From an optimization exercise on the open Yosys and OpenROAD flow, aimed at small area and a short achievable clock period; shortcuts taken in it are not production practice. Only the layout flow was run in this run; the RTL was not checked for function there. In this run the design's own scripts or RTL, not TritonCTS, make the clock network. The flow treats the clock pin as an ideal source. Dropping or thinning the clock tree relies on that and would not hold on a real chip. Power figures rest on the tool's default switching activity, not on a simulated workload.

**flow/config.mk**
```make
export PLATFORM = sky130hd
export DESIGN_NAME = alu4_top
export DESIGN_NICKNAME = alu4_top
export VERILOG_FILES = /design/flow/design.v
export SDC_FILE = /design/flow/constraint.sdc
export NUM_CORES = 4
export LEC_CHECK = 0
export CAP_MARGIN = 20
export CORE_AREA = 2 2 61 61
export DIE_AREA = 0 0 63 63
export SLEW_MARGIN = 20
export SYNTH_HIERARCHICAL = 1
export SYNTH_MINIMUM_KEEP_SIZE = 0
```
**flow/constraint.sdc**
```tcl
create_clock -name core_clock -period 5.0 [get_ports {clk}]
set_input_delay 1.0000 -clock core_clock [delete_from_list [all_inputs] [get_ports {clk}]]
set_output_delay 1.0000 -clock core_clock [all_outputs]
set_load 0.01 [all_outputs]
```
**flow/design.v**
```verilog
module alu4_top (
  input  wire        clk,
  input  wire [13:0] i,
  output wire [7:0]  o
);
  reg  [13:0] a_q;
  reg  [7:0]  y_q;
  wire [7:0]  y_c;
  alu4 u_alu4 (
    .i_0_(a_q[0]),
    .i_1_(a_q[1]),
    .i_2_(a_q[2]),
    .i_3_(a_q[3]),
    .i_4_(a_q[4]),
    .i_5_(a_q[5]),
    .i_6_(a_q[6]),
    .i_7_(a_q[7]),
    .i_8_(a_q[8]),
    .i_9_(a_q[9]),
    .i_10_(a_q[10]),
    .i_11_(a_q[11]),
    .i_12_(a_q[12]),
    .i_13_(a_q[13]),
    .o_0_(y_c[0]),
    .o_1_(y_c[1]),
    .o_2_(y_c[2]),
    .o_3_(y_c[3]),
    .o_4_(y_c[4]),
    .o_5_(y_c[5]),
    .o_6_(y_c[6]),
    .o_7_(y_c[7])
  );
  always @(posedge clk) begin
    a_q <= i;
    y_q <= y_c;
  end
  assign o = y_q;
endmodule

module alu4 (
	i_9_, i_10_, i_7_, i_8_, i_5_, i_6_, i_3_, i_13_,
	i_4_, i_12_, i_1_, i_11_, i_2_, i_0_, o_1_, o_2_, o_0_, o_7_,
	o_5_, o_6_, o_3_, o_4_);
input i_9_;
input i_10_;
input i_7_;
input i_8_;
input i_5_;
input i_6_;
input i_3_;
input i_13_;
input i_4_;
input i_12_;
input i_1_;
input i_11_;
input i_2_;
input i_0_;
output o_1_;
output o_2_;
output o_0_;
output o_7_;
output o_5_;
output o_6_;
output o_3_;
output o_4_;
wire new_n23;
wire new_n24;
wire new_n25;
wire new_n26;
wire new_n27;
wire new_n28;
wire new_n29;
wire new_n30;
wire new_n32;
wire new_n33;
wire new_n34;
wire new_n35;
wire new_n37;
wire new_n38;
wire new_n39;
wire new_n40;
wire new_n42;
wire new_n43;
wire new_n44;
wire new_n45;
wire new_n46;
wire new_n47;
wire new_n49;
wire new_n50;
wire new_n51;
wire new_n53;
wire new_n54;
wire new_n55;
wire new_n57;
wire new_n58;
wire new_n59;
  g_inv g00 (.A(i_6_), .Y(new_n23));
  g_o221ai g01 (.A1(i_10_), .A2(i_6_), .B1(new_n23), .B2(i_9_), .C1(i_1_), .Y(new_n24));
  g_inv g02 (.A(i_5_), .Y(new_n25));
  g_o221ai g03 (.A1(i_10_), .A2(i_5_), .B1(new_n25), .B2(i_9_), .C1(i_0_), .Y(new_n26));
  g_inv g04 (.A(i_7_), .Y(new_n27));
  g_o221ai g05 (.A1(i_10_), .A2(i_7_), .B1(new_n27), .B2(i_9_), .C1(i_2_), .Y(new_n28));
  g_inv g06 (.A(i_8_), .Y(new_n29));
  g_o221ai g07 (.A1(i_10_), .A2(i_8_), .B1(new_n29), .B2(i_9_), .C1(i_3_), .Y(new_n30));
  g_nand4 g08 (.A(new_n24), .B(new_n26), .C(new_n28), .D(new_n30), .Y(o_0_));
  g_nor2b g09 (.A(i_13_), .B_N(i_4_), .Y(new_n32));
  g_a221oi g10 (.A1(i_11_), .A2(new_n29), .B1(i_12_), .B2(i_8_), .C1(i_3_), .Y(new_n33));
  g_nand2b g11 (.A_N(new_n33), .B(new_n30), .Y(new_n34));
  g_nor2 g12 (.A(new_n32), .B(new_n34), .Y(new_n35));
  g_a21oi g13 (.A1(new_n32), .A2(new_n34), .B1(new_n35), .Y(o_1_));
  g_a221oi g14 (.A1(i_11_), .A2(new_n23), .B1(i_12_), .B2(i_6_), .C1(i_1_), .Y(new_n37));
  g_a221oi g15 (.A1(i_11_), .A2(new_n27), .B1(i_12_), .B2(i_7_), .C1(i_2_), .Y(new_n38));
  g_a211o g16 (.A1(new_n28), .A2(new_n33), .B1(new_n37), .C1(new_n38), .X(new_n39));
  g_a221oi g17 (.A1(i_11_), .A2(new_n25), .B1(i_12_), .B2(i_5_), .C1(i_0_), .Y(new_n40));
  g_a31oi g18 (.A1(new_n24), .A2(new_n26), .A3(new_n39), .B1(new_n40), .Y(o_2_));
  g_inv g19 (.A(new_n40), .Y(new_n42));
  g_o21ai g20 (.A1(i_4_), .A2(new_n33), .B1(new_n30), .Y(new_n43));
  g_inv g21 (.A(new_n43), .Y(new_n44));
  g_o21ai g22 (.A1(new_n38), .A2(new_n44), .B1(new_n28), .Y(new_n45));
  g_inv g23 (.A(new_n45), .Y(new_n46));
  g_o21ai g24 (.A1(new_n37), .A2(new_n46), .B1(new_n24), .Y(new_n47));
  g_a21boi g25 (.A1(new_n42), .A2(new_n47), .B1_N(new_n26), .Y(o_3_));
  g_nor2 g26 (.A(i_13_), .B(new_n47), .Y(new_n49));
  g_nand2 g27 (.A(new_n26), .B(new_n42), .Y(new_n50));
  g_nor2 g28 (.A(new_n49), .B(new_n50), .Y(new_n51));
  g_a21oi g29 (.A1(new_n49), .A2(new_n50), .B1(new_n51), .Y(o_4_));
  g_nor2 g30 (.A(i_13_), .B(new_n45), .Y(new_n53));
  g_nand2b g31 (.A_N(new_n37), .B(new_n24), .Y(new_n54));
  g_nor2 g32 (.A(new_n53), .B(new_n54), .Y(new_n55));
  g_a21oi g33 (.A1(new_n53), .A2(new_n54), .B1(new_n55), .Y(o_5_));
  g_nor2 g34 (.A(i_13_), .B(new_n43), .Y(new_n57));
  g_nand2b g35 (.A_N(new_n38), .B(new_n28), .Y(new_n58));
  g_nor2 g36 (.A(new_n57), .B(new_n58), .Y(new_n59));
  g_a21oi g37 (.A1(new_n57), .A2(new_n58), .B1(new_n59), .Y(o_6_));
  g_and4 g38 (.A(o_1_), .B(o_6_), .C(o_5_), .D(o_4_), .X(o_7_));
endmodule
module g_a211o (A1, A2, B1, C1, X);
  input A1;
  input A2;
  input B1;
  input C1;
  output X;
  assign X = (A1&A2) | (B1) | (C1);
endmodule
module g_a21boi (A1, A2, B1_N, Y);
  input A1;
  input A2;
  input B1_N;
  output Y;
  assign Y = (~A1&B1_N) | (~A2&B1_N);
endmodule
module g_a21oi (A1, A2, B1, Y);
  input A1;
  input A2;
  input B1;
  output Y;
  assign Y = (~A1&~B1) | (~A2&~B1);
endmodule
module g_a221oi (A1, A2, B1, B2, C1, Y);
  input A1;
  input A2;
  input B1;
  input B2;
  input C1;
  output Y;
  assign Y = (~A1&~B1&~C1) | (~A1&~B2&~C1) | (~A2&~B1&~C1) | (~A2&~B2&~C1);
endmodule
module g_a31oi (A1, A2, A3, B1, Y);
  input A1;
  input A2;
  input A3;
  input B1;
  output Y;
  assign Y = (~A1&~B1) | (~A2&~B1) | (~A3&~B1);
endmodule
module g_and4 (A, B, C, D, X);
  input A;
  input B;
  input C;
  input D;
  output X;
  assign X = (A&B&C&D);
endmodule
module g_inv (A, Y);
  input A;
  output Y;
  assign Y = (~A);
endmodule
module g_nand2 (A, B, Y);
  input A;
  input B;
  output Y;
  assign Y = (~A) | (~B);
endmodule
module g_nand2b (A_N, B, Y);
  input A_N;
  input B;
  output Y;
  assign Y = (A_N) | (~B);
endmodule
module g_nand4 (A, B, C, D, Y);
  input A;
  input B;
  input C;
  input D;
  output Y;
  assign Y = (~A) | (~B) | (~C) | (~D);
endmodule
module g_nor2 (A, B, Y);
  input A;
  input B;
  output Y;
  assign Y = (~A&~B);
endmodule
module g_nor2b (A, B_N, Y);
  input A;
  input B_N;
  output Y;
  assign Y = (~A&B_N);
endmodule
module g_o21ai (A1, A2, B1, Y);
  input A1;
  input A2;
  input B1;
  output Y;
  assign Y = (~A1&~A2) | (~B1);
endmodule
module g_o221ai (A1, A2, B1, B2, C1, Y);
  input A1;
  input A2;
  input B1;
  input B2;
  input C1;
  output Y;
  assign Y = (~B1&~B2) | (~A1&~A2) | (~C1);
endmodule
```
**flow/flow/run.sh**
```bash
#!/bin/bash
# Standard ORFS layout (the standard.sh) with these changes:
#  - port buffers are buf_1 (input) and buf_2 (output) instead of the delay cell
#    buffer_ports picks by default;
#  - before floorplanning, combinational cells that synthesis upsized are put back
#    to drive 1 (downsize.tcl); timing repair may upsize them again;
#  - clock tree synthesis is replaced by one buf_12 between the clock port and all
#    22 register clock pins (clk_tree.tcl), so every register sees the same clock.
# Each tool's output goes to its own log file here.
set -e
export BUFFER_PORTS_ARGS="-buffer_cell sky130_fd_sc_hd__buf_1"
export PRE_FLOORPLAN_TCL=$(pwd)/flow/downsize.tcl
bash standard.sh place > standard_place.log 2>&1
export RES=$(pwd)/orfs/results/$FLOW_PLATFORM/alu4_top/base
export CLKBUF=sky130_fd_sc_hd__buf_12
export OUTBUF=sky130_fd_sc_hd__buf_2
export REG_MARGIN=${REG_MARGIN:-3.47}
openroad -no_init -exit flow/clk_tree.tcl > clk_tree.log 2>&1
bash standard.sh > standard_finish.log 2>&1
```
**flow/flow/clk_tree.tcl**
```tcl
# Output port buffers set to $OUTBUF (if given).
# Clock tree: one $CLKBUF between the clock port and every register clock pin,
# placed at the centre of the registers, then legalised.
set plat $::env(FLOW_HOME)/platforms/$::env(FLOW_PLATFORM)
read_liberty $plat/lib/sky130_fd_sc_hd__tt_025C_1v80.lib
read_db $::env(RES)/3_place.odb
read_sdc $::env(RES)/3_place.sdc
set block [ord::get_db_block]
set clknet [$block findNet clk]
set master [[ord::get_db] findMaster $::env(CLKBUF)]
if {[info exists ::env(OUTBUF)]} {
  set ob [[ord::get_db] findMaster $::env(OUTBUF)]
  foreach bt [$block getBTerms] {
    if {[$bt getIoType] ne "OUTPUT"} continue
    set drv [[$bt getNet] getFirstOutput]
    if {$drv ne "NULL"} { [$drv getInst] swapMaster $ob; puts "output buffer [[$drv getInst] getName] -> $::env(OUTBUF)" }
  }
}
set buf [odb::dbInst_create $block $master clkbuf_root]
set leaf [odb::dbNet_create $block clknet_root]
$leaf setSigType CLOCK
$clknet setSigType CLOCK
set sx 0; set sy 0; set n 0
foreach it [$clknet getITerms] {
  set inst [$it getInst]
  set loc [$inst getLocation]
  set sx [expr {$sx + [lindex $loc 0]}]; set sy [expr {$sy + [lindex $loc 1]}]; incr n
  set mt [$it getMTerm]
  $it disconnect
  $it connect $leaf
}
puts "moved $n clock sinks to clknet_root"
[$buf findITerm A] connect $clknet
[$buf findITerm X] connect $leaf
$buf setLocation [expr {$sx / $n}] [expr {$sy / $n}]
$buf setPlacementStatus PLACED
global_connect
set_propagated_clock [all_clocks]
detailed_placement
check_placement -verbose
source $plat/setRC.tcl
estimate_parasitics -placement
report_clock_skew
report_checks -path_delay min_max
write_sdc -no_timestamp $::env(RES)/4_cts.sdc
if {[info exists ::env(REG_MARGIN)]} {
  # Speed up register-to-register paths only (the port paths are set by the
  # fixed port delays); the SDC written above is unchanged.
  set_false_path -from [all_inputs]
  set_false_path -to [all_outputs]
  repair_timing -setup -setup_margin $::env(REG_MARGIN) -verbose
  detailed_placement
  check_placement -verbose
  estimate_parasitics -placement
  report_checks -path_delay max
}
write_db $::env(RES)/4_1_cts.odb
```
**flow/flow/downsize.tcl**
```tcl
# Before floorplanning: put every combinational cell that synthesis upsized
# back to its drive-1 variant (timing repair later upsizes where it must).
set n 0
foreach inst [[ord::get_db_block] getInsts] {
  set m [[$inst getMaster] getName]
  if {[regexp {^(sky130_fd_sc_hd__[a-z0-9]+)_([0-9]+)$} $m -> base drive] && $drive > 1 && ![string match *df* $base]} {
    set small [[ord::get_db] findMaster ${base}_1]
    if {$small ne "NULL"} {
      $inst swapMaster $small
      incr n
    }
  }
}
puts "downsize: $n cells set to drive 1"
```
**flow/standard.sh**
```bash
#!/bin/bash
# synth_recipe.tcl (not shown) runs the flow's synth.tcl, then flattens the netlist and writes it again
# the make line also repeats each setting of config.mk as NAME=value (left out here)
make -C /OpenROAD-flow-scripts/flow DESIGN_CONFIG=/design/flow/config.mk WORK_HOME=/design/flow/orfs CLKGATE_MAP_FILE= SYNTH_SCRIPT=/design/flow/synth_recipe.tcl "${@:-finish}"
```
==> flow_summary.ini <==
[outcome]
status = timing/DRC/antenna clean

[worst_setup_path]
r2r-start = a_q[8]
timing.rr.end = y_q[7]
critical-path-slowest-cell = dfxtp_2
path_buf_inv = 3
path_max_fanout = 3
critPathCapture = y_q[7]
crit_type = register to register
crit_required_ns = 5.07
reg2reg_depth = 9
r2r_setup_slack_ns = 3.30
cpLargestDelayFamily = compound AO/OA/AOI/OAI gates
startpoint_type = register
critPathMaxStageDelay_ns = 0.36
cpMostUsedCell = buf_4
cp-end-kind = register
cp.depth = 9
startpoint = a_q[8]
cp_data_arrival_time_ns = 1.77
path_cells = inv_2, a221oi_2, o21ai_1, buf_4, buf_4, nor2_2, nor2_1, a21oi_1, and4_1

[timing]
setup_viol = 0
clock_skew_ns = 0.002215
fin_setup_tns_ns = 0
fmax_ghz = 0.5866
min_period_ns = 1.705
worst-slew-pin-transition_ns = 0.5169
rsz0062_at_grt = false
slew_headroom = 0.6554
hold_ws_ns = 0.5653
drv_slew = 0
setup_ws_ns = 3.295
hold_viol = 0
timing.final.crit_share = 0.3409

[grt]
grt_usage = 0.05902
antenna_found_initial = 0
grt_first_pass_wirelength_um = 2028
grt.overflow.total = 0
first_global_vias = 502
grt_max_degree = 23

[placed_design]
place_ws_ns = 3.130
place_area_um2 = 804.5
routabilityCongestion = 0.8089
portBuffers = 22
hpwlAfterDp_um = 1010

[finish]
num-nets-final = 106
post-route-util = 0.2685
antenna_cells = 0
drive_gt1_frac = 0.2360
final_cell_mix = dfxtp_1 (21), buf_1 (14), buf_2 (8)
design_area_um2 = 895.9
final_common_cell = dfxtp_1

[clock_network]
clk_pin_slew_worst_paths_ns = 0.08
clk_latency_ns = 0.12

[synthesis]
syn_nets = 76
yosysWarningCount = 7
syn_inst = 61

[pwr]
power_leakage_nw = 0.3759
peakVddDrop_uv = 127.4
power_density_mw_per_mm2 = 354.2

[worst_hold_path]
whs_path_depth = 2
hp-class = register to register

[route]
ant_nets = 0
drt-wirelength-per-cell_um = 9.481
drc = 0
drt_pre_antenna_iters = 2
drtIter0Drc = 4
routed_via_density = 3.978
finalWirelength_um = 1280
vias = 537

[die]
start_util = 0.1991
die_w_um = 63
pin_count = 23
die_h_um = 63
rows = 21
dieArea_mm2 = 0.003969
core-area_mm2 = 0.003337

[run]
maxCapViolations = 0
-- layout make-up --
| class | count | area [µm²] |
|---|---|---|
| fillers | 371 | 2441 |
| flip-flops and latches | 22 | 441.7 |
| multi-input cells | 32 | 220.2 |
| repair buffers | 27 | 130.1 |
| well taps | 46 | 57.56 |
| inverters | 7 | 26.28 |
| plain buffers | 1 | 20.02 |
-- report_power, final --
group	internal [mW]	switching [mW]	leakage, nW
clock network	0.0325	0.0414	0.00940
logic	0.0229	0.0236	0.181
registers	0.190	0.00726	0.185
total	0.245	0.0723	0.376
-- sequential cells by signal, indices dropped and copies added (netlist names) --
signal,flops
y_q,8
a_q,14
-- how the worst min path moves through the flow --
stage,from,end,slack (ns)
2_1_floorplan,a_q[0],y_q[2],0.51
3_3_place_gp,a_q[0],y_q[3],0.55
3_5_place_dp,a_q[0],y_q[2],0.54
5_1_grt,a_q[0],y_q[2],0.60
6_report,a_q[0],y_q[2],0.57
-- stage by stage --
stage / total power [mW] / std cells
after floorplan: 0.2219 / 61
after global placement: 0.2353 / 129
after detailed placement: 0.2366 / 129
after global routing: 0.3321 / 135
final: 0.3173 / 135
-- tightest hold or removal path, stage by stage, from the launching register on --
cell and delay, ns:
dfxtp_1 0.34, a221oi_1 0.06, a31oi_1 0.13
-- metal layers --
layer  global-route usage  share of wire  vias to the layer above
li1                     -              -                      278
met1              0.07412           0.45                      245
met2               0.1104           0.49                       14
met3             0.009009          0.059                        0
met4             0.002778              0                        0
met5                    0              0                        -

port drivers added, routing unchanged:
How much do the figures lean on ideal ports? The routed layout below was timed once more, with nothing changed but the port constraints.
Step 1: set_driving_cell puts a clkbuf_16 on clk and a buf_2 on each other input, an assumption about the parent block.
Step 2 also shifts input and output timing later by t, the mid clock arrival at the registers, as if the neighbouring blocks saw the same clock.
a / b / c = ideal / step 1 / step 2; a / b = the first two.
t, ns: 0.146
setup slack, ns: 3.295 / 3.295 / 3.295
clock arrival spread, ns: 0.003 / 0.002
After both steps this run still meets setup and hold. For this run, drivers alone change the setup slack by 0.000 ns; drivers and shift together by 0.000 ns.
